What follows belongs to an exercise in optimizing a design on an open flow for small area; a production flow would make more cautious choices. The RTL was checked by simulation tests, not by an equivalence proof against the original design. Power and IR drop assume default switching activity. The clock port is modelled as an ideal driver; clocking choices that lean on that would not hold on a real chip.

Design Hough, start of the top module:
module Hough(
	input wire			nReset,
	input wire			Clk,
	input wire 	[7:0]	PixelIn,
	input wire			FrameIn,
	input wire			LineIn,
	output reg	[7:0]	PixelOut,
	output reg			FrameOut,
	output reg			LineOut
);
For scale: roughly 1200 cells after synthesis, roughly 730 flip-flops, ~22 I/O pins.
==> flow/config.mk <==
export PLATFORM = sky130hd
export DESIGN_NAME = Hough
export DESIGN_NICKNAME = Hough
export VERILOG_FILES = /design/flow/design.v
export SDC_FILE = /design/flow/constraint.sdc
export NUM_CORES = 8
export LEC_CHECK = 0
export CAP_MARGIN = 20
export CORE_MARGIN = 2
export CORE_UTILIZATION = 30
export CTS_BUF_LIST = sky130_fd_sc_hd__clkbuf_16
export CTS_CLUSTER_DIAMETER = 100
export CTS_CLUSTER_SIZE = 30
export SLEW_MARGIN = 20
export SYNTH_HIERARCHICAL = 1
==> flow/constraint.sdc <==
create_clock -name core_clock -period 10.0 [get_ports {Clk}]
set_input_delay 2.0000 -clock core_clock [delete_from_list [all_inputs] [get_ports {Clk}]]
set_output_delay 2.0000 -clock core_clock [all_outputs]
set_load 0.01 [all_outputs]
standard.sh (not shown) runs the stock make flow with config.mk's settings and CLKGATE_MAP_FILE= SYNTH_SCRIPT=/design/flow/synth_recipe.tcl, a recipe that flattens the netlist after the stock synthesis.
==> flow/flow/run.sh <==
#!/bin/bash
# Own layout flow: the standard flow (standard.sh) with a clock tree
# built without dummy loads, small port buffers, and timing-driven
# placement that does not keep its trial buffering.

set -euo pipefail
export CTS_ARGS="-sink_clustering_enable -repair_clock_nets -dont_use_dummy_load -sink_clustering_size 30 -sink_clustering_max_diameter 100 -buf_list sky130_fd_sc_hd__clkbuf_16"
export GPL_KEEP_OVERFLOW=0
export BUFFER_PORTS_ARGS="-buffer_cell sky130_fd_sc_hd__buf_1"
bash standard.sh > standard.log 2>&1
Edit:
==> flow/flow/run.sh (replaced) <==
#!/bin/bash
# Own layout flow: the standard flow (standard.sh) with a clock tree
# built without dummy loads, small port buffers, and timing-driven
# placement that does not keep its trial buffering.

set -euo pipefail
export CTS_ARGS="-sink_clustering_enable -repair_clock_nets -dont_use_dummy_load -sink_clustering_size 34 -sink_clustering_max_diameter 100 -buf_list sky130_fd_sc_hd__clkbuf_16"
export GPL_KEEP_OVERFLOW=0
export BUFFER_PORTS_ARGS="-buffer_cell sky130_fd_sc_hd__buf_1"
bash standard.sh > standard.log 2>&1
- CORE_UTILIZATION: 30 -> 45
- CTS_BUF_LIST: sky130_fd_sc_hd__clkbuf_16 -> unset
- CTS_CLUSTER_DIAMETER: 100 -> unset
- CTS_CLUSTER_SIZE: 30 -> unset
Effect: Non-clock buffer count goes down by 4. Hold slack gains 6.1 ps. Wire length goes down by 1.2%. Via count is about the same. Cell area goes down by 2.3%. Combinational power goes up by about 2%. Fmax goes down by 2.3%. Clock power goes down by about 5%. Sequential power barely changes. Cell count goes down by 15%.
Edit:
==> flow/flow/run.sh (replaced) <==
#!/bin/bash
# Own layout flow: the standard flow (standard.sh) with a clock tree
# built without dummy loads, small port buffers, and timing-driven
# placement that does not keep its trial buffering.

set -euo pipefail
export CTS_ARGS="-sink_clustering_enable -repair_clock_nets -dont_use_dummy_load -sink_clustering_size 32 -sink_clustering_max_diameter 100 -buf_list sky130_fd_sc_hd__clkbuf_16"
export GPL_KEEP_OVERFLOW=0
export BUFFER_PORTS_ARGS="-buffer_cell sky130_fd_sc_hd__buf_1"
bash standard.sh > standard.log 2>&1
=> Setup slack is better by 13 ps; total power increases by 0.40%; worst hold slack is worse by 5.4 ps; fmax stays flat; sequential power is about the same.
Edit:
==> flow/flow/run.sh (replaced) <==
#!/bin/bash
# Own layout flow: the standard flow (standard.sh) with a clock tree
# built without dummy loads, small port buffers, and timing-driven
# placement that does not keep its trial buffering.

set -euo pipefail
export CTS_ARGS="-sink_clustering_enable -repair_clock_nets -dont_use_dummy_load -sink_clustering_size 34 -sink_clustering_max_diameter 100 -buf_list sky130_fd_sc_hd__clkbuf_16"
export GPL_KEEP_OVERFLOW=0
export BUFFER_PORTS_ARGS="-buffer_cell sky130_fd_sc_hd__buf_1"
bash standard.sh > standard.log 2>&1
- CORE_UTILIZATION: 45 -> 55
- CTS_BUF_LIST: unset -> sky130_fd_sc_hd__clkbuf_16
- CTS_CLUSTER_DIAMETER: unset -> 100
- CTS_CLUSTER_SIZE: unset -> 30
Clock-buffer cell count went down by 1.
Synthesized cell count is unchanged.
Power went down by 0.31%.
Clock skew went up by 35 ps.
Design area stays flat.
Sequential power barely changes.
Via count went up by 0.84%.
Synthesized area stays the same.
Fmax went up by 2.2%.
Worst hold slack gets worse by 42 ps.
Edit:
==> flow/flow/run.sh (replaced) <==
#!/bin/bash
# Own layout flow: the standard flow (standard.sh) with a clock tree
# built without dummy loads, small port buffers, and timing-driven
# placement that does not keep its trial buffering.

set -euo pipefail
export CTS_ARGS="-sink_clustering_enable -repair_clock_nets -dont_use_dummy_load -sink_clustering_size 36 -sink_clustering_max_diameter 100 -buf_list sky130_fd_sc_hd__clkbuf_16"
export GPL_KEEP_OVERFLOW=0
export BUFFER_PORTS_ARGS="-buffer_cell sky130_fd_sc_hd__buf_1"
bash standard.sh > standard.log 2>&1
- CORE_UTILIZATION: 55 -> 45
Via count decreases by 0.88%. Utilization decreases by 11 points. Critical path depth does not change.

[what the ideal ports hide]
In the flow no input, the clock included, has a driving cell. The finished layouts below were timed again as built, in two steps. Step 1: set_driving_cell puts a clkbuf_16 on Clk and a buf_2 on each other input, an assumption about the parent block. Step 2 adds t to the input delays and takes it off the output delays; t is the mean of the earliest and latest rising clock arrival at the registers after step 1. Input paths then give back, and output paths get back, about the clock's delay inside the block. Slacks: ideal ports / drivers / drivers and shift; pairs: ideal ports / drivers.
run | t, ns | setup slack, ns | worst setup path after step 2 | worst slew at a driven data input, ns | pins driven straight from the clock port
the first run | 0.615 | 0.823 / 0.823 / 0.823 | register to register | 0.04 | 1
the second run | 0.619 | 0.609 / 0.609 / 0.609 | register to register | 0.03 | 1
the third run | 0.622 | 0.623 / 0.623 / 0.623 | register to register | 0.03 | 1
the fourth run | 0.607 | 0.823 / 0.823 / 0.823 | register to register | 0.03 | 1
the fifth run | 0.603 | 0.604 / 0.604 / 0.604 | register to register | 0.03 | 1
After both steps setup and hold are still met in every run listed.
